Source: an optimization exercise on an open RTL-to-GDS flow (aim: small area, a short achievable clock period and few clock cycles per item). Production flows keep margins and buffers that such runs may drop.
Only simulation tests tie the RTL to the original design; equivalence was not proved.

### flow/design.v
module add18(input [17:0] a, input [17:0] b, output [17:0] s);
	wire [17:0] p = a ^ b;
	wire [17:0] g = a & b;
	wire G1 = g[1] | (p[1] & g[0]);
	wire P1 = p[1] & p[0];
	wire G2 = g[3] | (p[3] & g[2]);
	wire P2 = p[3] & p[2];
	wire G3 = g[5] | (p[5] & g[4]);
	wire P3 = p[5] & p[4];
	wire G4 = g[7] | (p[7] & g[6]);
	wire P4 = p[7] & p[6];
	wire G5 = g[9] | (p[9] & g[8]);
	wire P5 = p[9] & p[8];
	wire G6 = g[11] | (p[11] & g[10]);
	wire P6 = p[11] & p[10];
	wire G7 = g[13] | (p[13] & g[12]);
	wire P7 = p[13] & p[12];
	wire G8 = g[15] | (p[15] & g[14]);
	wire P8 = p[15] & p[14];
	wire G9 = g[17] | (p[17] & g[16]);
	wire P9 = p[17] & p[16];
	wire G10 = G2 | (P2 & G1);
	wire P10 = P2 & P1;
	wire G11 = G4 | (P4 & G3);
	wire P11 = P4 & P3;
	wire G12 = G6 | (P6 & G5);
	wire P12 = P6 & P5;
	wire G13 = G8 | (P8 & G7);
	wire P13 = P8 & P7;
	wire G14 = G11 | (P11 & G10);
	wire P14 = P11 & P10;
	wire G15 = G13 | (P13 & G12);
	wire P15 = P13 & P12;
	wire G16 = G15 | (P15 & G14);
	wire P16 = P15 & P14;
	wire G17 = G12 | (P12 & G14);
	wire P17 = P12 & P14;
	wire G18 = G3 | (P3 & G10);
	wire P18 = P3 & P10;
	wire G19 = G5 | (P5 & G14);
	wire P19 = P5 & P14;
	wire G20 = G7 | (P7 & G17);
	wire P20 = P7 & P17;
	wire G21 = G9 | (P9 & G16);
	wire P21 = P9 & P16;
	wire G22 = g[2] | (p[2] & G1);
	wire P22 = p[2] & P1;
	wire G23 = g[4] | (p[4] & G10);
	wire P23 = p[4] & P10;
	wire G24 = g[6] | (p[6] & G18);
	wire P24 = p[6] & P18;
	wire G25 = g[8] | (p[8] & G14);
	wire P25 = p[8] & P14;
	wire G26 = g[10] | (p[10] & G19);
	wire P26 = p[10] & P19;
	wire G27 = g[12] | (p[12] & G17);
	wire P27 = p[12] & P17;
	wire G28 = g[14] | (p[14] & G20);
	wire P28 = p[14] & P20;
	wire G29 = g[16] | (p[16] & G16);
	wire P29 = p[16] & P16;
	assign s[0] = p[0];
	assign s[1] = p[1] ^ g[0];
	assign s[2] = p[2] ^ G1;
	assign s[3] = p[3] ^ G22;
	assign s[4] = p[4] ^ G10;
	assign s[5] = p[5] ^ G23;
	assign s[6] = p[6] ^ G18;
	assign s[7] = p[7] ^ G24;
	assign s[8] = p[8] ^ G14;
	assign s[9] = p[9] ^ G25;
	assign s[10] = p[10] ^ G19;
	assign s[11] = p[11] ^ G26;
	assign s[12] = p[12] ^ G17;
	assign s[13] = p[13] ^ G27;
	assign s[14] = p[14] ^ G20;
	assign s[15] = p[15] ^ G28;
	assign s[16] = p[16] ^ G16;
	assign s[17] = p[17] ^ G29;
endmodule
module mul16(input [15:0] a, input [15:0] b, input [17:0] b3, output [15:0] hi);
	wire [16:0] b2 = {b, 1'b0};
	wire d0_1 = a[1:0] == 2'd1;
	wire d0_2 = a[1:0] == 2'd2;
	wire d0_3 = a[1:0] == 2'd3;
	wire pp1 = (d0_1 & b[0]) | (d0_2 & b2[0]) | (d0_3 & b3[0]);
	wire pp2 = (d0_1 & b[1]) | (d0_2 & b2[1]) | (d0_3 & b3[1]);
	wire pp3 = (d0_1 & b[2]) | (d0_2 & b2[2]) | (d0_3 & b3[2]);
	wire pp4 = (d0_1 & b[3]) | (d0_2 & b2[3]) | (d0_3 & b3[3]);
	wire pp5 = (d0_1 & b[4]) | (d0_2 & b2[4]) | (d0_3 & b3[4]);
	wire pp6 = (d0_1 & b[5]) | (d0_2 & b2[5]) | (d0_3 & b3[5]);
	wire pp7 = (d0_1 & b[6]) | (d0_2 & b2[6]) | (d0_3 & b3[6]);
	wire pp8 = (d0_1 & b[7]) | (d0_2 & b2[7]) | (d0_3 & b3[7]);
	wire pp9 = (d0_1 & b[8]) | (d0_2 & b2[8]) | (d0_3 & b3[8]);
	wire pp10 = (d0_1 & b[9]) | (d0_2 & b2[9]) | (d0_3 & b3[9]);
	wire pp11 = (d0_1 & b[10]) | (d0_2 & b2[10]) | (d0_3 & b3[10]);
	wire pp12 = (d0_1 & b[11]) | (d0_2 & b2[11]) | (d0_3 & b3[11]);
	wire pp13 = (d0_1 & b[12]) | (d0_2 & b2[12]) | (d0_3 & b3[12]);
	wire pp14 = (d0_1 & b[13]) | (d0_2 & b2[13]) | (d0_3 & b3[13]);
	wire pp15 = (d0_1 & b[14]) | (d0_2 & b2[14]) | (d0_3 & b3[14]);
	wire pp16 = (d0_1 & b[15]) | (d0_2 & b2[15]) | (d0_3 & b3[15]);
	wire pp17 = (d0_2 & b2[16]) | (d0_3 & b3[16]);
	wire pp18 = (d0_3 & b3[17]);
	wire d1_1 = a[3:2] == 2'd1;
	wire d1_2 = a[3:2] == 2'd2;
	wire d1_3 = a[3:2] == 2'd3;
	wire pp19 = (d1_1 & b[0]) | (d1_2 & b2[0]) | (d1_3 & b3[0]);
	wire pp20 = (d1_1 & b[1]) | (d1_2 & b2[1]) | (d1_3 & b3[1]);
	wire pp21 = (d1_1 & b[2]) | (d1_2 & b2[2]) | (d1_3 & b3[2]);
	wire pp22 = (d1_1 & b[3]) | (d1_2 & b2[3]) | (d1_3 & b3[3]);
	wire pp23 = (d1_1 & b[4]) | (d1_2 & b2[4]) | (d1_3 & b3[4]);
	wire pp24 = (d1_1 & b[5]) | (d1_2 & b2[5]) | (d1_3 & b3[5]);
	wire pp25 = (d1_1 & b[6]) | (d1_2 & b2[6]) | (d1_3 & b3[6]);
	wire pp26 = (d1_1 & b[7]) | (d1_2 & b2[7]) | (d1_3 & b3[7]);
	wire pp27 = (d1_1 & b[8]) | (d1_2 & b2[8]) | (d1_3 & b3[8]);
	wire pp28 = (d1_1 & b[9]) | (d1_2 & b2[9]) | (d1_3 & b3[9]);
	wire pp29 = (d1_1 & b[10]) | (d1_2 & b2[10]) | (d1_3 & b3[10]);
	wire pp30 = (d1_1 & b[11]) | (d1_2 & b2[11]) | (d1_3 & b3[11]);
	wire pp31 = (d1_1 & b[12]) | (d1_2 & b2[12]) | (d1_3 & b3[12]);
	wire pp32 = (d1_1 & b[13]) | (d1_2 & b2[13]) | (d1_3 & b3[13]);
	wire pp33 = (d1_1 & b[14]) | (d1_2 & b2[14]) | (d1_3 & b3[14]);
	wire pp34 = (d1_1 & b[15]) | (d1_2 & b2[15]) | (d1_3 & b3[15]);
	wire pp35 = (d1_2 & b2[16]) | (d1_3 & b3[16]);
	wire pp36 = (d1_3 & b3[17]);
	wire d2_1 = a[5:4] == 2'd1;
	wire d2_2 = a[5:4] == 2'd2;
	wire d2_3 = a[5:4] == 2'd3;
	wire pp37 = (d2_1 & b[0]) | (d2_2 & b2[0]) | (d2_3 & b3[0]);
	wire pp38 = (d2_1 & b[1]) | (d2_2 & b2[1]) | (d2_3 & b3[1]);
	wire pp39 = (d2_1 & b[2]) | (d2_2 & b2[2]) | (d2_3 & b3[2]);
	wire pp40 = (d2_1 & b[3]) | (d2_2 & b2[3]) | (d2_3 & b3[3]);
	wire pp41 = (d2_1 & b[4]) | (d2_2 & b2[4]) | (d2_3 & b3[4]);
	wire pp42 = (d2_1 & b[5]) | (d2_2 & b2[5]) | (d2_3 & b3[5]);
	wire pp43 = (d2_1 & b[6]) | (d2_2 & b2[6]) | (d2_3 & b3[6]);
	wire pp44 = (d2_1 & b[7]) | (d2_2 & b2[7]) | (d2_3 & b3[7]);
	wire pp45 = (d2_1 & b[8]) | (d2_2 & b2[8]) | (d2_3 & b3[8]);
	wire pp46 = (d2_1 & b[9]) | (d2_2 & b2[9]) | (d2_3 & b3[9]);
	wire pp47 = (d2_1 & b[10]) | (d2_2 & b2[10]) | (d2_3 & b3[10]);
	wire pp48 = (d2_1 & b[11]) | (d2_2 & b2[11]) | (d2_3 & b3[11]);
	wire pp49 = (d2_1 & b[12]) | (d2_2 & b2[12]) | (d2_3 & b3[12]);
	wire pp50 = (d2_1 & b[13]) | (d2_2 & b2[13]) | (d2_3 & b3[13]);
	wire pp51 = (d2_1 & b[14]) | (d2_2 & b2[14]) | (d2_3 & b3[14]);
	wire pp52 = (d2_1 & b[15]) | (d2_2 & b2[15]) | (d2_3 & b3[15]);
	wire pp53 = (d2_2 & b2[16]) | (d2_3 & b3[16]);
	wire pp54 = (d2_3 & b3[17]);
	wire d3_1 = a[7:6] == 2'd1;
	wire d3_2 = a[7:6] == 2'd2;
	wire d3_3 = a[7:6] == 2'd3;
	wire pp55 = (d3_1 & b[0]) | (d3_2 & b2[0]) | (d3_3 & b3[0]);
	wire pp56 = (d3_1 & b[1]) | (d3_2 & b2[1]) | (d3_3 & b3[1]);
	wire pp57 = (d3_1 & b[2]) | (d3_2 & b2[2]) | (d3_3 & b3[2]);
	wire pp58 = (d3_1 & b[3]) | (d3_2 & b2[3]) | (d3_3 & b3[3]);
	wire pp59 = (d3_1 & b[4]) | (d3_2 & b2[4]) | (d3_3 & b3[4]);
	wire pp60 = (d3_1 & b[5]) | (d3_2 & b2[5]) | (d3_3 & b3[5]);
	wire pp61 = (d3_1 & b[6]) | (d3_2 & b2[6]) | (d3_3 & b3[6]);
	wire pp62 = (d3_1 & b[7]) | (d3_2 & b2[7]) | (d3_3 & b3[7]);
	wire pp63 = (d3_1 & b[8]) | (d3_2 & b2[8]) | (d3_3 & b3[8]);
	wire pp64 = (d3_1 & b[9]) | (d3_2 & b2[9]) | (d3_3 & b3[9]);
	wire pp65 = (d3_1 & b[10]) | (d3_2 & b2[10]) | (d3_3 & b3[10]);
	wire pp66 = (d3_1 & b[11]) | (d3_2 & b2[11]) | (d3_3 & b3[11]);
	wire pp67 = (d3_1 & b[12]) | (d3_2 & b2[12]) | (d3_3 & b3[12]);
	wire pp68 = (d3_1 & b[13]) | (d3_2 & b2[13]) | (d3_3 & b3[13]);
	wire pp69 = (d3_1 & b[14]) | (d3_2 & b2[14]) | (d3_3 & b3[14]);
	wire pp70 = (d3_1 & b[15]) | (d3_2 & b2[15]) | (d3_3 & b3[15]);
	wire pp71 = (d3_2 & b2[16]) | (d3_3 & b3[16]);
	wire pp72 = (d3_3 & b3[17]);
	wire d4_1 = a[9:8] == 2'd1;
	wire d4_2 = a[9:8] == 2'd2;
	wire d4_3 = a[9:8] == 2'd3;
	wire pp73 = (d4_1 & b[0]) | (d4_2 & b2[0]) | (d4_3 & b3[0]);
	wire pp74 = (d4_1 & b[1]) | (d4_2 & b2[1]) | (d4_3 & b3[1]);
	wire pp75 = (d4_1 & b[2]) | (d4_2 & b2[2]) | (d4_3 & b3[2]);
	wire pp76 = (d4_1 & b[3]) | (d4_2 & b2[3]) | (d4_3 & b3[3]);
	wire pp77 = (d4_1 & b[4]) | (d4_2 & b2[4]) | (d4_3 & b3[4]);
	wire pp78 = (d4_1 & b[5]) | (d4_2 & b2[5]) | (d4_3 & b3[5]);
	wire pp79 = (d4_1 & b[6]) | (d4_2 & b2[6]) | (d4_3 & b3[6]);
	wire pp80 = (d4_1 & b[7]) | (d4_2 & b2[7]) | (d4_3 & b3[7]);
	wire pp81 = (d4_1 & b[8]) | (d4_2 & b2[8]) | (d4_3 & b3[8]);
	wire pp82 = (d4_1 & b[9]) | (d4_2 & b2[9]) | (d4_3 & b3[9]);
	wire pp83 = (d4_1 & b[10]) | (d4_2 & b2[10]) | (d4_3 & b3[10]);
	wire pp84 = (d4_1 & b[11]) | (d4_2 & b2[11]) | (d4_3 & b3[11]);
	wire pp85 = (d4_1 & b[12]) | (d4_2 & b2[12]) | (d4_3 & b3[12]);
	wire pp86 = (d4_1 & b[13]) | (d4_2 & b2[13]) | (d4_3 & b3[13]);
	wire pp87 = (d4_1 & b[14]) | (d4_2 & b2[14]) | (d4_3 & b3[14]);
	wire pp88 = (d4_1 & b[15]) | (d4_2 & b2[15]) | (d4_3 & b3[15]);
	wire pp89 = (d4_2 & b2[16]) | (d4_3 & b3[16]);
	wire pp90 = (d4_3 & b3[17]);
	wire d5_1 = a[11:10] == 2'd1;
	wire d5_2 = a[11:10] == 2'd2;
	wire d5_3 = a[11:10] == 2'd3;
	wire pp91 = (d5_1 & b[0]) | (d5_2 & b2[0]) | (d5_3 & b3[0]);
	wire pp92 = (d5_1 & b[1]) | (d5_2 & b2[1]) | (d5_3 & b3[1]);
	wire pp93 = (d5_1 & b[2]) | (d5_2 & b2[2]) | (d5_3 & b3[2]);
	wire pp94 = (d5_1 & b[3]) | (d5_2 & b2[3]) | (d5_3 & b3[3]);
	wire pp95 = (d5_1 & b[4]) | (d5_2 & b2[4]) | (d5_3 & b3[4]);
	wire pp96 = (d5_1 & b[5]) | (d5_2 & b2[5]) | (d5_3 & b3[5]);
	wire pp97 = (d5_1 & b[6]) | (d5_2 & b2[6]) | (d5_3 & b3[6]);
	wire pp98 = (d5_1 & b[7]) | (d5_2 & b2[7]) | (d5_3 & b3[7]);
	wire pp99 = (d5_1 & b[8]) | (d5_2 & b2[8]) | (d5_3 & b3[8]);
	wire pp100 = (d5_1 & b[9]) | (d5_2 & b2[9]) | (d5_3 & b3[9]);
	wire pp101 = (d5_1 & b[10]) | (d5_2 & b2[10]) | (d5_3 & b3[10]);
	wire pp102 = (d5_1 & b[11]) | (d5_2 & b2[11]) | (d5_3 & b3[11]);
	wire pp103 = (d5_1 & b[12]) | (d5_2 & b2[12]) | (d5_3 & b3[12]);
	wire pp104 = (d5_1 & b[13]) | (d5_2 & b2[13]) | (d5_3 & b3[13]);
	wire pp105 = (d5_1 & b[14]) | (d5_2 & b2[14]) | (d5_3 & b3[14]);
	wire pp106 = (d5_1 & b[15]) | (d5_2 & b2[15]) | (d5_3 & b3[15]);
	wire pp107 = (d5_2 & b2[16]) | (d5_3 & b3[16]);
	wire pp108 = (d5_3 & b3[17]);
	wire d6_1 = a[13:12] == 2'd1;
	wire d6_2 = a[13:12] == 2'd2;
	wire d6_3 = a[13:12] == 2'd3;
	wire pp109 = (d6_1 & b[0]) | (d6_2 & b2[0]) | (d6_3 & b3[0]);
	wire pp110 = (d6_1 & b[1]) | (d6_2 & b2[1]) | (d6_3 & b3[1]);
	wire pp111 = (d6_1 & b[2]) | (d6_2 & b2[2]) | (d6_3 & b3[2]);
	wire pp112 = (d6_1 & b[3]) | (d6_2 & b2[3]) | (d6_3 & b3[3]);
	wire pp113 = (d6_1 & b[4]) | (d6_2 & b2[4]) | (d6_3 & b3[4]);
	wire pp114 = (d6_1 & b[5]) | (d6_2 & b2[5]) | (d6_3 & b3[5]);
	wire pp115 = (d6_1 & b[6]) | (d6_2 & b2[6]) | (d6_3 & b3[6]);
	wire pp116 = (d6_1 & b[7]) | (d6_2 & b2[7]) | (d6_3 & b3[7]);
	wire pp117 = (d6_1 & b[8]) | (d6_2 & b2[8]) | (d6_3 & b3[8]);
	wire pp118 = (d6_1 & b[9]) | (d6_2 & b2[9]) | (d6_3 & b3[9]);
	wire pp119 = (d6_1 & b[10]) | (d6_2 & b2[10]) | (d6_3 & b3[10]);
	wire pp120 = (d6_1 & b[11]) | (d6_2 & b2[11]) | (d6_3 & b3[11]);
	wire pp121 = (d6_1 & b[12]) | (d6_2 & b2[12]) | (d6_3 & b3[12]);
	wire pp122 = (d6_1 & b[13]) | (d6_2 & b2[13]) | (d6_3 & b3[13]);
	wire pp123 = (d6_1 & b[14]) | (d6_2 & b2[14]) | (d6_3 & b3[14]);
	wire pp124 = (d6_1 & b[15]) | (d6_2 & b2[15]) | (d6_3 & b3[15]);
	wire pp125 = (d6_2 & b2[16]) | (d6_3 & b3[16]);
	wire pp126 = (d6_3 & b3[17]);
	wire d7_1 = a[15:14] == 2'd1;
	wire d7_2 = a[15:14] == 2'd2;
	wire d7_3 = a[15:14] == 2'd3;
	wire pp127 = (d7_1 & b[0]) | (d7_2 & b2[0]) | (d7_3 & b3[0]);
	wire pp128 = (d7_1 & b[1]) | (d7_2 & b2[1]) | (d7_3 & b3[1]);
	wire pp129 = (d7_1 & b[2]) | (d7_2 & b2[2]) | (d7_3 & b3[2]);
	wire pp130 = (d7_1 & b[3]) | (d7_2 & b2[3]) | (d7_3 & b3[3]);
	wire pp131 = (d7_1 & b[4]) | (d7_2 & b2[4]) | (d7_3 & b3[4]);
	wire pp132 = (d7_1 & b[5]) | (d7_2 & b2[5]) | (d7_3 & b3[5]);
	wire pp133 = (d7_1 & b[6]) | (d7_2 & b2[6]) | (d7_3 & b3[6]);
	wire pp134 = (d7_1 & b[7]) | (d7_2 & b2[7]) | (d7_3 & b3[7]);
	wire pp135 = (d7_1 & b[8]) | (d7_2 & b2[8]) | (d7_3 & b3[8]);
	wire pp136 = (d7_1 & b[9]) | (d7_2 & b2[9]) | (d7_3 & b3[9]);
	wire pp137 = (d7_1 & b[10]) | (d7_2 & b2[10]) | (d7_3 & b3[10]);
	wire pp138 = (d7_1 & b[11]) | (d7_2 & b2[11]) | (d7_3 & b3[11]);
	wire pp139 = (d7_1 & b[12]) | (d7_2 & b2[12]) | (d7_3 & b3[12]);
	wire pp140 = (d7_1 & b[13]) | (d7_2 & b2[13]) | (d7_3 & b3[13]);
	wire pp141 = (d7_1 & b[14]) | (d7_2 & b2[14]) | (d7_3 & b3[14]);
	wire pp142 = (d7_1 & b[15]) | (d7_2 & b2[15]) | (d7_3 & b3[15]);
	wire pp143 = (d7_2 & b2[16]) | (d7_3 & b3[16]);
	wire pp144 = (d7_3 & b3[17]);
	wire s145 = pp13 ^ pp29;
	wire c146 = pp13 & pp29;
	wire s147, c148;
	fa us147(pp14, pp30, pp46, s147, c148);
	wire s149, c150;
	fa us149(pp15, pp31, pp47, s149, c150);
	wire s151 = pp63 ^ pp79;
	wire c152 = pp63 & pp79;
	wire s153, c154;
	fa us153(pp16, pp32, pp48, s153, c154);
	wire s155, c156;
	fa us155(pp64, pp80, pp96, s155, c156);
	wire s157, c158;
	fa us157(pp17, pp33, pp49, s157, c158);
	wire s159, c160;
	fa us159(pp65, pp81, pp97, s159, c160);
	wire s161, c162;
	fa us161(pp18, pp34, pp50, s161, c162);
	wire s163, c164;
	fa us163(pp66, pp82, pp98, s163, c164);
	wire s165, c166;
	fa us165(pp35, pp51, pp67, s165, c166);
	wire s167 = pp83 ^ pp99;
	wire c168 = pp83 & pp99;
	wire s169, c170;
	fa us169(pp36, pp52, pp68, s169, c170);
	wire s171 = pp84 ^ pp100;
	wire c172 = pp84 & pp100;
	wire s173, c174;
	fa us173(pp53, pp69, pp85, s173, c174);
	wire s175 = pp54 ^ pp70;
	wire c176 = pp54 & pp70;
	wire s177 = pp9 ^ pp25;
	wire c178 = pp9 & pp25;
	wire s179, c180;
	fa us179(pp10, pp26, pp42, s179, c180);
	wire s181, c182;
	fa us181(pp11, pp27, pp43, s181, c182);
	wire s183 = pp59 ^ pp75;
	wire c184 = pp59 & pp75;
	wire s185, c186;
	fa us185(pp12, pp28, pp44, s185, c186);
	wire s187, c188;
	fa us187(pp60, pp76, pp92, s187, c188);
	wire s189, c190;
	fa us189(s145, pp45, pp61, s189, c190);
	wire s191, c192;
	fa us191(pp77, pp93, pp109, s191, c192);
	wire s193, c194;
	fa us193(c146, s147, pp62, s193, c194);
	wire s195, c196;
	fa us195(pp78, pp94, pp110, s195, c196);
	wire s197, c198;
	fa us197(c148, s149, s151, s197, c198);
	wire s199, c200;
	fa us199(pp95, pp111, pp127, s199, c200);
	wire s201, c202;
	fa us201(c150, c152, s153, s201, c202);
	wire s203, c204;
	fa us203(s155, pp112, pp128, s203, c204);
	wire s205, c206;
	fa us205(c154, c156, s157, s205, c206);
	wire s207, c208;
	fa us207(s159, pp113, pp129, s207, c208);
	wire s209, c210;
	fa us209(c158, c160, s161, s209, c210);
	wire s211, c212;
	fa us211(s163, pp114, pp130, s211, c212);
	wire s213, c214;
	fa us213(c162, c164, s165, s213, c214);
	wire s215, c216;
	fa us215(s167, pp115, pp131, s215, c216);
	wire s217, c218;
	fa us217(c166, c168, s169, s217, c218);
	wire s219, c220;
	fa us219(s171, pp116, pp132, s219, c220);
	wire s221, c222;
	fa us221(c170, c172, s173, s221, c222);
	wire s223, c224;
	fa us223(pp101, pp117, pp133, s223, c224);
	wire s225, c226;
	fa us225(c174, s175, pp86, s225, c226);
	wire s227, c228;
	fa us227(pp102, pp118, pp134, s227, c228);
	wire s229, c230;
	fa us229(c176, pp71, pp87, s229, c230);
	wire s231, c232;
	fa us231(pp103, pp119, pp135, s231, c232);
	wire s233, c234;
	fa us233(pp72, pp88, pp104, s233, c234);
	wire s235 = pp120 ^ pp136;
	wire c236 = pp120 & pp136;
	wire s237, c238;
	fa us237(pp89, pp105, pp121, s237, c238);
	wire s239 = pp90 ^ pp106;
	wire c240 = pp90 & pp106;
	wire s241 = pp7 ^ pp23;
	wire c242 = pp7 & pp23;
	wire s243, c244;
	fa us243(pp8, pp24, pp40, s243, c244);
	wire s245, c246;
	fa us245(s177, pp41, pp57, s245, c246);
	wire s247, c248;
	fa us247(c178, s179, pp58, s247, c248);
	wire s249, c250;
	fa us249(c180, s181, s183, s249, c250);
	wire s251, c252;
	fa us251(c182, c184, s185, s251, c252);
	wire s253, c254;
	fa us253(c186, c188, s189, s253, c254);
	wire s255, c256;
	fa us255(c190, c192, s193, s255, c256);
	wire s257, c258;
	fa us257(c194, c196, s197, s257, c258);
	wire s259, c260;
	fa us259(c198, c200, s201, s259, c260);
	wire s261, c262;
	fa us261(c202, c204, s205, s261, c262);
	wire s263, c264;
	fa us263(c206, c208, s209, s263, c264);
	wire s265, c266;
	fa us265(c210, c212, s213, s265, c266);
	wire s267, c268;
	fa us267(c214, c216, s217, s267, c268);
	wire s269, c270;
	fa us269(c218, c220, s221, s269, c270);
	wire s271, c272;
	fa us271(c222, c224, s225, s271, c272);
	wire s273, c274;
	fa us273(c226, c228, s229, s273, c274);
	wire s275, c276;
	fa us275(c230, c232, s233, s275, c276);
	wire s277, c278;
	fa us277(c234, c236, s237, s277, c278);
	wire s279, c280;
	fa us279(c238, s239, pp122, s279, c280);
	wire s281, c282;
	fa us281(c240, pp107, pp123, s281, c282);
	wire s283 = pp108 ^ pp124;
	wire c284 = pp108 & pp124;
	wire s285 = pp5 ^ pp21;
	wire c286 = pp5 & pp21;
	wire s287, c288;
	fa us287(pp6, pp22, pp38, s287, c288);
	wire s289, c290;
	fa us289(s241, pp39, pp55, s289, c290);
	wire s291, c292;
	fa us291(c242, s243, pp56, s291, c292);
	wire s293, c294;
	fa us293(c244, s245, pp73, s293, c294);
	wire s295, c296;
	fa us295(c246, s247, pp74, s295, c296);
	wire s297, c298;
	fa us297(c248, s249, pp91, s297, c298);
	wire s299, c300;
	fa us299(c250, s251, s187, s299, c300);
	wire s301, c302;
	fa us301(c252, s253, s191, s301, c302);
	wire s303, c304;
	fa us303(c254, s255, s195, s303, c304);
	wire s305, c306;
	fa us305(c256, s257, s199, s305, c306);
	wire s307, c308;
	fa us307(c258, s259, s203, s307, c308);
	wire s309, c310;
	fa us309(c260, s261, s207, s309, c310);
	wire s311, c312;
	fa us311(c262, s263, s211, s311, c312);
	wire s313, c314;
	fa us313(c264, s265, s215, s313, c314);
	wire s315, c316;
	fa us315(c266, s267, s219, s315, c316);
	wire s317, c318;
	fa us317(c268, s269, s223, s317, c318);
	wire s319, c320;
	fa us319(c270, s271, s227, s319, c320);
	wire s321, c322;
	fa us321(c272, s273, s231, s321, c322);
	wire s323, c324;
	fa us323(c274, s275, s235, s323, c324);
	wire s325, c326;
	fa us325(c276, s277, pp137, s325, c326);
	wire s327, c328;
	fa us327(c278, s279, pp138, s327, c328);
	wire s329, c330;
	fa us329(c280, s281, pp139, s329, c330);
	wire s331, c332;
	fa us331(c282, s283, pp140, s331, c332);
	wire s333, c334;
	fa us333(c284, pp125, pp141, s333, c334);
	wire s335 = pp126 ^ pp142;
	wire c336 = pp126 & pp142;
	wire [31:0] ra = {pp144, c336, c334, c332, c330, c328, c326, c324, c322, c320, c318, c316, c314, c312, c310, c308, c306, c304, c302, c300, c298, c296, c294, c292, c290, c288, c286, s285, pp4, pp3, pp2, pp1};
	wire [31:0] rb = {1'b0, pp143, s335, s333, s331, s329, s327, s325, s323, s321, s319, s317, s315, s313, s311, s309, s307, s305, s303, s301, s299, s297, s295, s293, s291, s289, s287, pp37, pp20, pp19, 1'b0, 1'b0};
	wire [31:0] p = ra + rb;
	assign hi = p[31:16];
endmodule
module fa(input a, b, c, output s, co);
	assign s = a ^ b ^ c;
	assign co = (a & b) | (a & c) | (b & c);
endmodule
module exponential(input clk, rst, start, input [15:0] _x, output done,
                   output [1:0] intpart, output [15:0] fracpart);
	reg [3:0] st;           
	reg idle;               
	reg sh0, sh1, sh2;      
	reg term;               
	reg [15:0] b, t;
	reg [17:0] b3;          
	reg [17:0] r;
	wire go = idle & start;
	wire [3:0] nst = go ? 4'd1 : (idle | st == 4'd9) ? 4'd0 : st + 4'd1;
	always @(posedge clk or posedge rst) begin
		if (rst) begin
			st   <= 4'd0;
			idle <= 1'b1;
			sh0  <= 1'b0;
			sh1  <= 1'b0;
			sh2  <= 1'b0;
		end else begin
			st   <= nst;
			idle <= (nst == 4'd0);
			sh0  <= (nst != 4'd0) & (nst != 4'd1) & (nst != 4'd4);
			sh1  <= (nst == 4'd1);                                
			sh2  <= (nst == 4'd4);                                
		end
	end
	always @(posedge clk) begin
		term <= (nst == 4'd1) | (nst == 4'd2) | (nst == 4'd4) |
		        (nst == 4'd5) | (nst == 4'd7) | (nst == 4'd9);  
	end
	reg [15:0] bn;
	always @(*) begin
		case (nst)
			4'd3:    bn = 16'h5555;
			4'd6:    bn = 16'h3333;
			4'd8:    bn = 16'h2AAA;
			default: bn = _x;
		endcase
	end
	wire [17:0] x3;                      
	add18 ax3(.a({2'b00, _x}), .b({1'b0, _x, 1'b0}), .s(x3));
	reg [17:0] bn3;
	always @(*) begin
		case (nst)
			4'd3:    bn3 = 18'h0FFFF;    
			4'd6:    bn3 = 18'h09999;    
			4'd8:    bn3 = 18'h07FFE;    
			default: bn3 = x3;
		endcase
	end
	always @(posedge clk)
		b3 <= bn3;
	wire [15:0] ph;                      
	mul16 mul(.a(t), .b(b), .b3(b3), .hi(ph));
	wire [15:0] tn = ({16{sh0}} & ph) | ({16{sh1}} & {1'b0, ph[15:1]}) |
	                 ({16{sh2}} & {2'b00, ph[15:2]}) | ({16{idle}} & t1);
	wire [15:0] t1;
	assign t1[0] = ~g_dec[16].z & _x[0];
	genvar k;
	generate
		for (k = 1; k <= 16; k = k + 1) begin : g_dec
			wire z;
			if (k == 1) begin : g_first
				assign z = 1'b1;
			end else begin : g_next
				assign z = g_dec[k-1].z & ~_x[k-1];
			end
		end
		for (k = 1; k <= 15; k = k + 1) begin : g_t1
			assign t1[k] = ~g_dec[16].z & (_x[k] ^ g_dec[k].z);
		end
	endgenerate
	wire [6:0] u6 = t[6:0];
	reg [3:0] t7;
	always @(*) begin
		if (u6 >= 7'd85) t7 = 4'd12;
		else if (u6 >= 7'd78) t7 = 4'd11;
		else if (u6 >= 7'd71) t7 = 4'd10;
		else if (u6 >= 7'd64) t7 = 4'd9;
		else if (u6 >= 7'd57) t7 = 4'd8;
		else if (u6 >= 7'd50) t7 = 4'd7;
		else if (u6 >= 7'd43) t7 = 4'd6;
		else if (u6 >= 7'd36) t7 = 4'd5;
		else if (u6 >= 7'd29) t7 = 4'd4;
		else if (u6 >= 7'd22) t7 = 4'd3;
		else if (u6 >= 7'd15) t7 = 4'd2;
		else if (u6 >= 7'd8) t7 = 4'd1;
		else t7 = 4'd0;
	end
	reg t8;                 
	always @(*) begin
		case (t7)
			4'd9:    t8 = b >= 16'd58255;
			4'd10:   t8 = b >= 16'd52429;
			4'd11:   t8 = b >= 16'd47663;
			4'd12:   t8 = b >= 16'd43691;
			4'd13:   t8 = b >= 16'd40330;
			4'd14:   t8 = b >= 16'd37450;
			4'd15:   t8 = b >= 16'd34953;
			default: t8 = 1'b0;
		endcase
	end
	wire [17:0] racc;                    
	add18 aacc(.a(r), .b({2'b00, t}), .s(racc));
	always @(posedge clk) begin
		if (go | !idle) begin
			b <= bn;
			t <= tn;
		end
		if (go)
			r <= 18'h0FFFF;
		else if (term)
			r <= racc;
	end
	wire [4:0]  lo = {1'b0, r[3:0]} + {1'b0, t7} + {4'd0, t8};
	wire [13:0] hi = lo[4] ? r[17:4] + 14'd1 : r[17:4];
	assign done = idle;
	assign {intpart, fracpart} = {hi, lo[3:0]};
endmodule
### flow/run.sh
#!/bin/bash
# synth_recipe.tcl (not shown) runs the flow's synth.tcl, then flattens the netlist and writes it again
# the make line also repeats each setting of config.mk as NAME=value (left out here)
make -C /OpenROAD-flow-scripts/flow DESIGN_CONFIG=/design/flow/config.mk WORK_HOME=/design/flow/orfs CLKGATE_MAP_FILE= SYNTH_SCRIPT=/design/flow/synth_recipe.tcl finish
### flow/config.mk
export PLATFORM = sky130hd
export DESIGN_NAME = exponential
export DESIGN_NICKNAME = exponential
export VERILOG_FILES = /design/flow/design.v
export SDC_FILE = /design/flow/constraint.sdc
export NUM_CORES = 4
export LEC_CHECK = 0
export ABC_AREA = 1
export CAP_MARGIN = 20
export CORE_MARGIN = 2
export CORE_UTILIZATION = 40
export PLACE_DENSITY = 0.6
export SETUP_SLACK_MARGIN = 3
export SLEW_MARGIN = 20
export SYNTH_HIERARCHICAL = 1
export SYNTH_MINIMUM_KEEP_SIZE = 0
### flow/constraint.sdc
create_clock -name core_clock -period 9.0 [get_ports {clk}]
set_input_delay 1.8000 -clock core_clock [delete_from_list [all_inputs] [get_ports {clk}]]
set_output_delay 1.8000 -clock core_clock [all_outputs]
set_load 0.01 [all_outputs]
==> results.json, run 1 <==
{
  "syn_inst": 1509,
  "setup_viol": 0,
  "nFillCells": 2884,
  "seq_area_frac_synth_pct": 17.1,
  "max-clock-path-buffers": 2,
  "fmax_ghz": 0.173,
  "cts_max_level": 3,
  "io_pins": 38,
  "ant_nets": 0,
  "arrival_ps": 3980,
  "synth_edf_count": 32,
  "clkLatencyLatePin_ps": 340,
  "worst_slack_ps": 3220,
  "finalSetupTns_ps": 0,
  "period_share_pct": 64.3,
  "syn_area_um2": 11100,
  "reg2regPathDepth": 18,
  "drt_iter0_drc": 1226,
  "r2r_slack_ps": 3280,
  "cts_tree": "yes",
  "rsz0062_at_grt": "true",
  "fin_nets": 1760,
  "final.min_clock_period_ps": 5780,
  "r2r_end": "t[9]$_DFFE_PP_",
  "seqCellArea_um2": 1900,
  "grt_usage_pct": 27.1,
  "outcome": "finished clean",
  "synthFlopType": "dfxtp_1",
  "avgRoutedWirePerCell_um": 20.0,
  "ys_warn_count": 7,
  "critical_path.max_fanout": 12,
  "num_vias": 11200,
  "portBuffers": 37,
  "place.gp.congestion": 0.975,
  "area_growth_pct": 11.7,
  "first_pass_iters": 5,
  "synth.distinct_cells": 48,
  "clock_skew_ps": 11.8,
  "end_kind": "output pin",
  "overflow": 0,
  "required_ps": 7200,
  "crit_type": "register to output pin",
  "place_ws_ps": 3010,
  "die_area_um2": 29200,
  "cts_buffers": 9,
  "grt_pass1_vias": 10700,
  "clk_pin_slew_ps": 60,
  "hold_viol": 0,
  "n_antenna_cell": 0,
  "multi_input_area_um2": 8330,
  "cts.sinks": 77,
  "worstMarginPinSlew_ps": 908,
  "fin_util_pct": 45.1,
  "fp.dieW_um": 171,
  "slew_headroom_pct": 39.3,
  "drt_wl_total_mm": 38.7,
  "drt-vias-per-instance": 5.82,
  "die_h_um": 171,
  "hold_end": "r[3]$_SDFFE_PP1P_",
  "drv_slew": 0,
  "initial_core_util_pct": 40.3,
  "antenna_found_initial": 0,
  "min_from": "r[3]$_SDFFE_PP1P_",
  "cts-root-buf": "clkbuf_16",
  "whs_path_depth": 2,
  "fp-row-count": 61,
  "remaining_drc_errors": 0,
  "grt_max_degree": 33,
  "max_cap_violations": 0,
  "grt_pass1_wl_mm": 60.5,
  "dpl.hpwl_mm": 30.5,
  "async_flop_share_pct": 10.4,
  "ys_seq_elements": 77,
  "core_um2": 27600,
  "syn_avg_cell_area_um2": 7.39,
  "drive_gt1_share_pct": 6.89,
  "crit_path_start_kind": "register",
  "r2r-start": "t[10]$_DFFE_PP_",
  "hold_path_class": "register to register"
}
[Yosys stat by module (local to each module, per instance)]
| module | cells | times used | flops+latches |
|---|---|---|---|
| exponential | 506 | 1 | 77 |
| mul16 | 738 | 1 | 0 |
| add18 | 91 | 2 | 0 |
| fa | 1 | 83 | 0 |
[cell families (layout without fill, tap and decap cells)]
kind of cell	Yosys count	after routing	share of synthesized area, %
AOI/OAI and AO/OA	280	280	18.2
xor gates and xnor gates	39	39	3.06
adders and majority gates	192	192	28.5
buffers and inverters	260	300	8.86
DFF	77	77	17.1
other	1	6	0.0336
and+or+nand+nor	660	660	24.3
[sequential cells by signal, summed over array words and instances (netlist names)]
signal and flops:
term 1, idle 1, sh0 1, st 4, t 16, b3 18, b 16, r 18
sh2 1, sh1 1
[routing by layer]
layer  global-route usage [%]  part of all wire, %  vias to the layer above
met5                        0                    0                        -
met4                     12.7                  5.1                        0
met3                     5.37                  8.8                      102
met2                     40.8                   43                      621
met1                     37.3                   43                     5350
li1                         -                    -                     5168
[metrics by stage]
step | hold slack, ps | area, um^2 | cells
floorplan | 464 | 11200 | 1514
global placement | 504 | 11900 | 1886
detailed placement | 511 | 11900 | 1886
CTS | 518 | 12400 | 1932
global route | 537 | 12500 | 1932
finish | 512 | 12500 | 1932
[how the worst max path moves through the flow]
stage | startpoint | endpoint | slack (ps) | depth (start not counted)
4_1_cts | t[0]$_DFFE_PP_ | intpart[0] | 2890 | 23
2_1_floorplan | t[3]$_DFFE_PP_ | intpart[0] | 3930 | 28
3_5_place_dp | t[6]$_DFFE_PP_ | intpart[0] | 3010 | 24
3_3_place_gp | t[3]$_DFFE_PP_ | intpart[0] | 3030 | 27
6_report | b[9]$_DFFE_PP_ | fracpart[15] | 3220 | 23
5_1_grt | t[4]$_DFFE_PP_ | intpart[0] | 2890 | 22
[critical path, cell delays in order, from the launching register on]
cell and delay [ps]:
edfxtp_1 740, nand2_1 140, a21oi_1 190, inv_1 70
o21ai_0 80, nand2_1 60, nand2_1 60, nand3_1 70
nand2_1 70, inv_1 40, nor2_1 80, nor2_1 50
fa_1 360, inv_1 90, fa_1 210, nand3_1 80
and2_4 180, nor2_2 150, nand4_1 160, inv_1 100
nand3_2 100, nor2_1 130, xor2_1 140, dlygate4sd2_1 280
[placed cells by master, fill, tap and decap left out, types with 3 or more instances in the layout]
cell type / synthesis / final
o31ai_1: 3 / 3
a21o_1: 7 / 7
inv_1: 202 / 200
xor2_1: 21 / 21
buf_4: 0 / 37
edfxtp_1: 32 / 32
o22ai_1: 8 / 8
clkbuf_16: 0 / 9
or2_1: 3 / 3
o2111ai_1: 14 / 14
a211oi_1: 4 / 4
o21ai_2: 2 / 3
clkdlybuf4s50_1: 0 / 30
o21ai_1: 2 / 4
inv_2: 7 / 9
fa_1: 103 / 103
o21ai_0: 48 / 45
nor2_2: 1 / 5
nor2_1: 115 / 110
nand2_1: 428 / 420
o21bai_1: 7 / 7
dfxtp_1: 37 / 37
conb_1: 1 / 6
nand4_1: 9 / 9
o211ai_1: 8 / 8
xnor2_1: 18 / 18
ha_1: 89 / 89
dfrtp_1: 7 / 7
or2_2: 4 / 4
nand2_2: 10 / 18
nand3_1: 60 / 59
o221ai_1: 118 / 118
a21oi_1: 48 / 48
nor3_1: 20 / 18
a31oi_1: 5 / 5
dlymetal6s2s_1: 0 / 4
[cell type report]
type                            instances  share of cell area, %
Clock buffer                           10                   1.84
Clock inverter                          6                  0.573
Inverter                              209                   6.30
Multi-Input combinational cell       1177                   66.9
Sequential cell                        77                   15.3
Tap cell                              378                   3.80
Timing Repair Buffer                   75                   5.31
[cell usage after synthesis (18+ instances only)]
cell | count | area (um^2)
xnor2_1 | 18 | 158
o21ai_0 | 48 | 240
xor2_1 | 21 | 184
nor2_1 | 115 | 432
fa_1 | 103 | 2060
dfxtp_1 | 37 | 741
ha_1 | 89 | 1110
nand3_1 | 60 | 300
clkbuf_1 | 47 | 176
edfxtp_1 | 32 | 961
inv_1 | 202 | 758
a21oi_1 | 48 | 240
nand2_1 | 428 | 1610
nor3_1 | 20 | 100
o221ai_1 | 118 | 1030
[what timing repair did]
item | CTS | global route
endpoints found under the setup margin | 7 | 15
hold buffers | 0 | 0
pin swaps | 2 | 6
setup buffers | 30 | 0
gates resized for setup | 12 | 21
Testbench counts, summed over its fixed seeds: cycles 12,006, items 1,200.
==> run 2: changes to the inputs <==
--- a/flow/design.v
+++ b/flow/design.v
@@ -1,81 +1 @@
-module add18(input [17:0] a, input [17:0] b, output [17:0] s);
-	wire [17:0] p = a ^ b;
-	wire [17:0] g = a & b;
-	wire G1 = g[1] | (p[1] & g[0]);
-	wire P1 = p[1] & p[0];
-	wire G2 = g[3] | (p[3] & g[2]);
-	wire P2 = p[3] & p[2];
-	wire G3 = g[5] | (p[5] & g[4]);
-	wire P3 = p[5] & p[4];
-	wire G4 = g[7] | (p[7] & g[6]);
-	wire P4 = p[7] & p[6];
-	wire G5 = g[9] | (p[9] & g[8]);
-	wire P5 = p[9] & p[8];
-	wire G6 = g[11] | (p[11] & g[10]);
-	wire P6 = p[11] & p[10];
-	wire G7 = g[13] | (p[13] & g[12]);
-	wire P7 = p[13] & p[12];
-	wire G8 = g[15] | (p[15] & g[14]);
-	wire P8 = p[15] & p[14];
-	wire G9 = g[17] | (p[17] & g[16]);
-	wire P9 = p[17] & p[16];
-	wire G10 = G2 | (P2 & G1);
-	wire P10 = P2 & P1;
-	wire G11 = G4 | (P4 & G3);
-	wire P11 = P4 & P3;
-	wire G12 = G6 | (P6 & G5);
-	wire P12 = P6 & P5;
-	wire G13 = G8 | (P8 & G7);
-	wire P13 = P8 & P7;
-	wire G14 = G11 | (P11 & G10);
-	wire P14 = P11 & P10;
-	wire G15 = G13 | (P13 & G12);
-	wire P15 = P13 & P12;
-	wire G16 = G15 | (P15 & G14);
-	wire P16 = P15 & P14;
-	wire G17 = G12 | (P12 & G14);
-	wire P17 = P12 & P14;
-	wire G18 = G3 | (P3 & G10);
-	wire P18 = P3 & P10;
-	wire G19 = G5 | (P5 & G14);
-	wire P19 = P5 & P14;
-	wire G20 = G7 | (P7 & G17);
-	wire P20 = P7 & P17;
-	wire G21 = G9 | (P9 & G16);
-	wire P21 = P9 & P16;
-	wire G22 = g[2] | (p[2] & G1);
-	wire P22 = p[2] & P1;
-	wire G23 = g[4] | (p[4] & G10);
-	wire P23 = p[4] & P10;
-	wire G24 = g[6] | (p[6] & G18);
-	wire P24 = p[6] & P18;
-	wire G25 = g[8] | (p[8] & G14);
-	wire P25 = p[8] & P14;
-	wire G26 = g[10] | (p[10] & G19);
-	wire P26 = p[10] & P19;
-	wire G27 = g[12] | (p[12] & G17);
-	wire P27 = p[12] & P17;
-	wire G28 = g[14] | (p[14] & G20);
-	wire P28 = p[14] & P20;
-	wire G29 = g[16] | (p[16] & G16);
-	wire P29 = p[16] & P16;
-	assign s[0] = p[0];
-	assign s[1] = p[1] ^ g[0];
-	assign s[2] = p[2] ^ G1;
-	assign s[3] = p[3] ^ G22;
-	assign s[4] = p[4] ^ G10;
-	assign s[5] = p[5] ^ G23;
-	assign s[6] = p[6] ^ G18;
-	assign s[7] = p[7] ^ G24;
-	assign s[8] = p[8] ^ G14;
-	assign s[9] = p[9] ^ G25;
-	assign s[10] = p[10] ^ G19;
-	assign s[11] = p[11] ^ G26;
-	assign s[12] = p[12] ^ G17;
-	assign s[13] = p[13] ^ G27;
-	assign s[14] = p[14] ^ G20;
-	assign s[15] = p[15] ^ G28;
-	assign s[16] = p[16] ^ G16;
-	assign s[17] = p[17] ^ G29;
-endmodule
 module mul16(input [15:0] a, input [15:0] b, input [17:0] b3, output [15:0] hi);
@@ -490,4 +410,65 @@
 	end
-	wire [17:0] x3;                      
-	add18 ax3(.a({2'b00, _x}), .b({1'b0, _x, 1'b0}), .s(x3));
+	wire [17:0] x3_a = {2'b00, _x};
+	wire [17:0] x3_b = {1'b0, _x, 1'b0};
+	wire [17:0] x3_p = x3_a ^ x3_b;
+	wire [17:0] x3_g = x3_a & x3_b;
+	wire x3_G1 = x3_g[1] | (x3_p[1] & x3_g[0]);
+	wire x3_P1 = x3_p[1] & x3_p[0];
+	wire x3_G2 = x3_g[3] | (x3_p[3] & x3_g[2]);
+	wire x3_P2 = x3_p[3] & x3_p[2];
+	wire x3_G3 = x3_g[5] | (x3_p[5] & x3_g[4]);
+	wire x3_P3 = x3_p[5] & x3_p[4];
+	wire x3_G4 = x3_g[7] | (x3_p[7] & x3_g[6]);
+	wire x3_P4 = x3_p[7] & x3_p[6];
+	wire x3_G5 = x3_g[9] | (x3_p[9] & x3_g[8]);
+	wire x3_P5 = x3_p[9] & x3_p[8];
+	wire x3_G6 = x3_g[11] | (x3_p[11] & x3_g[10]);
+	wire x3_P6 = x3_p[11] & x3_p[10];
+	wire x3_G7 = x3_g[13] | (x3_p[13] & x3_g[12]);
+	wire x3_P7 = x3_p[13] & x3_p[12];
+	wire x3_G8 = x3_g[15] | (x3_p[15] & x3_g[14]);
+	wire x3_P8 = x3_p[15] & x3_p[14];
+	wire x3_G9 = x3_g[17] | (x3_p[17] & x3_g[16]);
+	wire x3_P9 = x3_p[17] & x3_p[16];
+	wire x3_G10 = x3_G2 | (x3_P2 & x3_G1);
+	wire x3_P10 = x3_P2 & x3_P1;
+	wire x3_G11 = x3_G4 | (x3_P4 & x3_G3);
+	wire x3_P11 = x3_P4 & x3_P3;
+	wire x3_G12 = x3_G6 | (x3_P6 & x3_G5);
+	wire x3_P12 = x3_P6 & x3_P5;
+	wire x3_G13 = x3_G8 | (x3_P8 & x3_G7);
+	wire x3_P13 = x3_P8 & x3_P7;
+	wire x3_G14 = x3_G11 | (x3_P11 & x3_G10);
+	wire x3_P14 = x3_P11 & x3_P10;
+	wire x3_G15 = x3_G13 | (x3_P13 & x3_G12);
+	wire x3_P15 = x3_P13 & x3_P12;
+	wire x3_G16 = x3_G15 | (x3_P15 & x3_G14);
+	wire x3_P16 = x3_P15 & x3_P14;
+	wire x3_G17 = x3_G12 | (x3_P12 & x3_G14);
+	wire x3_P17 = x3_P12 & x3_P14;
+	wire x3_G18 = x3_G3 | (x3_P3 & x3_G10);
+	wire x3_P18 = x3_P3 & x3_P10;
+	wire x3_G19 = x3_G5 | (x3_P5 & x3_G14);
+	wire x3_P19 = x3_P5 & x3_P14;
+	wire x3_G20 = x3_G7 | (x3_P7 & x3_G17);
+	wire x3_P20 = x3_P7 & x3_P17;
+	wire x3_G21 = x3_G9 | (x3_P9 & x3_G16);
+	wire x3_P21 = x3_P9 & x3_P16;
+	wire x3_G22 = x3_g[2] | (x3_p[2] & x3_G1);
+	wire x3_P22 = x3_p[2] & x3_P1;
+	wire x3_G23 = x3_g[4] | (x3_p[4] & x3_G10);
+	wire x3_P23 = x3_p[4] & x3_P10;
+	wire x3_G24 = x3_g[6] | (x3_p[6] & x3_G18);
+	wire x3_P24 = x3_p[6] & x3_P18;
+	wire x3_G25 = x3_g[8] | (x3_p[8] & x3_G14);
+	wire x3_P25 = x3_p[8] & x3_P14;
+	wire x3_G26 = x3_g[10] | (x3_p[10] & x3_G19);
+	wire x3_P26 = x3_p[10] & x3_P19;
+	wire x3_G27 = x3_g[12] | (x3_p[12] & x3_G17);
+	wire x3_P27 = x3_p[12] & x3_P17;
+	wire x3_G28 = x3_g[14] | (x3_p[14] & x3_G20);
+	wire x3_P28 = x3_p[14] & x3_P20;
+	wire x3_G29 = x3_g[16] | (x3_p[16] & x3_G16);
+	wire x3_P29 = x3_p[16] & x3_P16;
+	wire [17:0] x3 = x3_p ^ {x3_G29, x3_G16, x3_G28, x3_G20, x3_G27, x3_G17, x3_G26, x3_G19, x3_G25, x3_G14, x3_G24, x3_G18, x3_G23, x3_G10, x3_G22, x3_G1, x3_g[0], 1'b0};
 	reg [17:0] bn3;
@@ -553,4 +534,65 @@
 	end
-	wire [17:0] racc;                    
-	add18 aacc(.a(r), .b({2'b00, t}), .s(racc));
+	wire [17:0] ra_a = r;
+	wire [17:0] ra_b = {2'b00, t};
+	wire [17:0] ra_p = ra_a ^ ra_b;
+	wire [17:0] ra_g = ra_a & ra_b;
+	wire ra_G1 = ra_g[1] | (ra_p[1] & ra_g[0]);
+	wire ra_P1 = ra_p[1] & ra_p[0];
+	wire ra_G2 = ra_g[3] | (ra_p[3] & ra_g[2]);
+	wire ra_P2 = ra_p[3] & ra_p[2];
+	wire ra_G3 = ra_g[5] | (ra_p[5] & ra_g[4]);
+	wire ra_P3 = ra_p[5] & ra_p[4];
+	wire ra_G4 = ra_g[7] | (ra_p[7] & ra_g[6]);
+	wire ra_P4 = ra_p[7] & ra_p[6];
+	wire ra_G5 = ra_g[9] | (ra_p[9] & ra_g[8]);
+	wire ra_P5 = ra_p[9] & ra_p[8];
+	wire ra_G6 = ra_g[11] | (ra_p[11] & ra_g[10]);
+	wire ra_P6 = ra_p[11] & ra_p[10];
+	wire ra_G7 = ra_g[13] | (ra_p[13] & ra_g[12]);
+	wire ra_P7 = ra_p[13] & ra_p[12];
+	wire ra_G8 = ra_g[15] | (ra_p[15] & ra_g[14]);
+	wire ra_P8 = ra_p[15] & ra_p[14];
+	wire ra_G9 = ra_g[17] | (ra_p[17] & ra_g[16]);
+	wire ra_P9 = ra_p[17] & ra_p[16];
+	wire ra_G10 = ra_G2 | (ra_P2 & ra_G1);
+	wire ra_P10 = ra_P2 & ra_P1;
+	wire ra_G11 = ra_G4 | (ra_P4 & ra_G3);
+	wire ra_P11 = ra_P4 & ra_P3;
+	wire ra_G12 = ra_G6 | (ra_P6 & ra_G5);
+	wire ra_P12 = ra_P6 & ra_P5;
+	wire ra_G13 = ra_G8 | (ra_P8 & ra_G7);
+	wire ra_P13 = ra_P8 & ra_P7;
+	wire ra_G14 = ra_G11 | (ra_P11 & ra_G10);
+	wire ra_P14 = ra_P11 & ra_P10;
+	wire ra_G15 = ra_G13 | (ra_P13 & ra_G12);
+	wire ra_P15 = ra_P13 & ra_P12;
+	wire ra_G16 = ra_G15 | (ra_P15 & ra_G14);
+	wire ra_P16 = ra_P15 & ra_P14;
+	wire ra_G17 = ra_G12 | (ra_P12 & ra_G14);
+	wire ra_P17 = ra_P12 & ra_P14;
+	wire ra_G18 = ra_G3 | (ra_P3 & ra_G10);
+	wire ra_P18 = ra_P3 & ra_P10;
+	wire ra_G19 = ra_G5 | (ra_P5 & ra_G14);
+	wire ra_P19 = ra_P5 & ra_P14;
+	wire ra_G20 = ra_G7 | (ra_P7 & ra_G17);
+	wire ra_P20 = ra_P7 & ra_P17;
+	wire ra_G21 = ra_G9 | (ra_P9 & ra_G16);
+	wire ra_P21 = ra_P9 & ra_P16;
+	wire ra_G22 = ra_g[2] | (ra_p[2] & ra_G1);
+	wire ra_P22 = ra_p[2] & ra_P1;
+	wire ra_G23 = ra_g[4] | (ra_p[4] & ra_G10);
+	wire ra_P23 = ra_p[4] & ra_P10;
+	wire ra_G24 = ra_g[6] | (ra_p[6] & ra_G18);
+	wire ra_P24 = ra_p[6] & ra_P18;
+	wire ra_G25 = ra_g[8] | (ra_p[8] & ra_G14);
+	wire ra_P25 = ra_p[8] & ra_P14;
+	wire ra_G26 = ra_g[10] | (ra_p[10] & ra_G19);
+	wire ra_P26 = ra_p[10] & ra_P19;
+	wire ra_G27 = ra_g[12] | (ra_p[12] & ra_G17);
+	wire ra_P27 = ra_p[12] & ra_P17;
+	wire ra_G28 = ra_g[14] | (ra_p[14] & ra_G20);
+	wire ra_P28 = ra_p[14] & ra_P20;
+	wire ra_G29 = ra_g[16] | (ra_p[16] & ra_G16);
+	wire ra_P29 = ra_p[16] & ra_P16;
+	wire [17:0] racc = ra_p ^ {ra_G29, ra_G16, ra_G28, ra_G20, ra_G27, ra_G17, ra_G26, ra_G19, ra_G25, ra_G14, ra_G24, ra_G18, ra_G23, ra_G10, ra_G22, ra_G1, ra_g[0], 1'b0};
 	always @(posedge clk) begin
==> run 2 against run 1 <==
Effect of this change: largest cell class unchanged; clock skew down 2.2 ps; setup slack better by 45 ps; wire length is 2.4% lower; die area is 2.8% lower; synthesized cell count shrank 5.3%; final cell count fell by 6.1%.
==> results.json, run 2 <==
{
  "area_growth_pct": 12.5,
  "grt_pass1_wl_mm": 59.2,
  "dp_cells": 1764,
  "synthFlopType": "dfxtp_1",
  "max-clock-path-buffers": 2,
  "period_share_pct": 63.8,
  "place.gp.congestion": 0.967,
  "grt_use_met2_pct": 40.8,
  "use_met1_pct": 36.0,
  "max_cap_violations": 0,
  "antenna_found_initial": 1,
  "core_um2": 26800,
  "die_area_um2": 28400,
  "synth_most_common_cell": "nand2_1",
  "grt_max_degree": 33,
  "overflow": 0,
  "final_common_cell": "nand2_1",
  "n_antenna_cell": 0,
  "fp-row-count": 60,
  "grt_pass1_vias": 10500,
  "ys_seq_elements": 77,
  "async_flop_share_pct": 10.4,
  "hold_viol": 0,
  "grt.busiest_layer": "met2",
  "die_h_um": 169,
  "synth_top_area_cell": "fa_1",
  "synth_simple_gate_area_share_pct": 22.7,
  "remaining_drc_errors": 0,
  "fin_nets": 1679,
  "met3_usage_pct": 7.20,
  "seq_area_frac_synth_pct": 17.6,
  "synth_compound_area_share_pct": 20.6,
  "fp.dieW_um": 169,
  "io_pins": 38,
  "synthTopCellsByCount": "nand2_1, inv_1, o221ai_1",
  "end_kind": "register",
  "syn_inst": 1429,
  "drt-vias-per-instance": 6.03,
  "fmax_ghz": 0.174,
  "final.min_clock_period_ps": 5740,
  "initial_core_util_pct": 40.4,
  "num_vias": 10900,
  "synth_mux_area_share_pct": 0.104,
  "worstMarginPinSlew_ps": 848,
  "cts_tree": "yes",
  "cts_buffers": 9,
  "drv_slew": 0,
  "clkLatencyLatePin_ps": 350,
  "cts_max_level": 3,
  "syn_avg_cell_area_um2": 7.58,
  "synth_edf_count": 32,
  "largest_registers": "b3 x18, r x18",
  "crit_type": "register to register",
  "slew_headroom_pct": 43.4,
  "arrival_ps": 5770,
  "netlist_top_cells_area": "fa_1, nand2_1, ha_1, o221ai_1, edfxtp_1",
  "synth_top_family_by_area": "adder cells",
  "ant_nets": 0,
  "critical_path.max_fanout": 18,
  "setup_viol": 0,
  "cts-root-buf": "clkbuf_16",
  "outcome": "finished clean",
  "holdWs_ps": 496,
  "avgRoutedWirePerCell_um": 20.8,
  "drive_gt1_share_pct": 8.68,
  "clock_skew_ps": 9.61,
  "yosys.area.top_type_share_pct": 18.5,
  "layoutNonFillerInstCount": 1815,
  "portBuffers": 37,
  "clk_pin_slew_ps": 70,
  "rsz0062_at_grt": "true",
  "ys_warn_count": 7,
  "first_pass_iters": 6,
  "finalSetupTns_ps": 0,
  "final_cell_mix": "nand2_1, inv_1, o221ai_1, fa_1, ha_1",
  "syn_area_um2": 10800,
  "hold_path_class": "register to register",
  "drt_iter0_drc": 1386,
  "synthAdderAreaFrac_pct": 29.0,
  "synth.distinct_cells": 49,
  "drt_wl_total_mm": 37.8,
  "crit_path_start_kind": "register",
  "dpl.hpwl_mm": 29.7,
  "cts.sinks": 77,
  "synth_xor_area_share_pct": 2.26,
  "cts_hold_buffers": 0,
  "grt_usage_pct": 26.7,
  "required_ps": 9040
}
==> run 2: stage by stage <==
stage / setup slack (ps) / cell area (um^2) / utilization [%]
finish: 3260 / 12200 / 45.4
CTS: 3030 / 12000 / 44.6
detailed placement: 2990 / 11500 / 42.8
global placement: 3040 / 11500 / 42.8
floorplan: 3870 / 10800 / -
global route: 2970 / 12200 / 45.4
==> run 2: layout make-up <==
class                   instances  area (um^2)
clock buffers                   9          225
clock inverters                 7         86.3
fillers                      2681        14600
inverters                     170          638
multi-input cells            1132         8220
flip-flops and latches         77         1900
well taps                     341          427
repair buffers                 79          683
==> run 2: final timing paths <==
kind | from | to | slack [ps] | depth (start not counted)
min reg2reg | r[17]$_SDFFE_PP0P_ | r[17]$_SDFFE_PP0P_ | 500 | 2
min | r[17]$_SDFFE_PP0P_ | r[17]$_SDFFE_PP0P_ | 500 | 2
max | t[5]$_DFFE_PP_ | t[9]$_DFFE_PP_ | 3260 | 19
max in group asynchronous | rst | idle$_DFF_PP1_ | 7050 | 2
max reg2reg | t[5]$_DFFE_PP_ | t[9]$_DFFE_PP_ | 3260 | 19
min in group asynchronous | rst | st[0]$_DFF_PP0_ | 1680 | 2
==> run 2: Yosys stat by module (local to each module, per instance) <==
module,times used,area (um^2),cells,flip-flops and latches
exponential,1,5200,608,77
fa,83,20.0,1,0
mul16,1,3970,738,0
==> run 2: timing repair <==
item / 4_1_cts / 5_1_grt
setup endpoints to repair: 4 / 15
cloned: 0 / 0
buffers inserted: 20 / 15
pin swaps: 1 / 12
gates resized for setup: 6 / 46
==> run 2: critical path: stages (launching register included) <==
cell and delay, ps:
edfxtp_1 510, buf_4 190, buf_4 150, nand2_2 340
o221ai_1 200, fa_1 490, fa_1 580, fa_1 450
fa_1 470, ha_1 340, a21oi_1 300, o21ai_0 240
a21oi_1 270, nor2_1 80, nor3_1 190, nand2_1 80
nand2_1 60, nand2_1 140, nand2_1 120, o2111ai_1 220
==> run 2: per-layer routing <==
metal / part of all wire [%] / wire length [um]
met1: 42 / 15800
met2: 44 / 16500
met3: 10 / 3900
met4: 4.2 / 1580
met5: 0 / 0
==> run 2: logic make-up after synthesis <==
kind of cell	after synthesis
AO/OA/AOI/OAI	318
XOR/XNOR	28
adder cells (fa/ha/maj)	191
buffers and inverters	220
flip-flops	77
multiplexers	1
AND/OR/NAND/NOR	594
Testbench counts of run 2, summed over its fixed seeds: cycles 12,006, items 1,200.

==> afterwards: timing with drivers on the ports <==
No port has a modelled driver above. Below, the same layouts with a new extraction and two added sets of constraints. Step 1: set_driving_cell puts a clkbuf_16 on clk and a buf_2 on each other input, an assumption about the parent block. Step 2 moves the port delays by t, midway between the first and last clock arrival at a register: inputs arrive t later, outputs are due t later. That takes back most of the time a late clock gives input paths. Slacks: ideal ports / drivers / drivers and shift; pairs: ideal ports / drivers.
| run | shift t [ns] | setup slack, ns | worst setup path after step 2 | worst slew at a driven data input, ns |
|---|---|---|---|---|
| run 1 | 0.380 | 3.217 / 3.175 / 3.108 | input to register | 0.04 |
| run 2 | 0.392 | 3.262 / 3.220 / 2.903 | input to register | 0.04 |
After both steps every run listed still meets setup and hold. The setup slack of run 2, which loses most, moves by -0.042 ns with the drivers and by -0.359 ns with both steps.
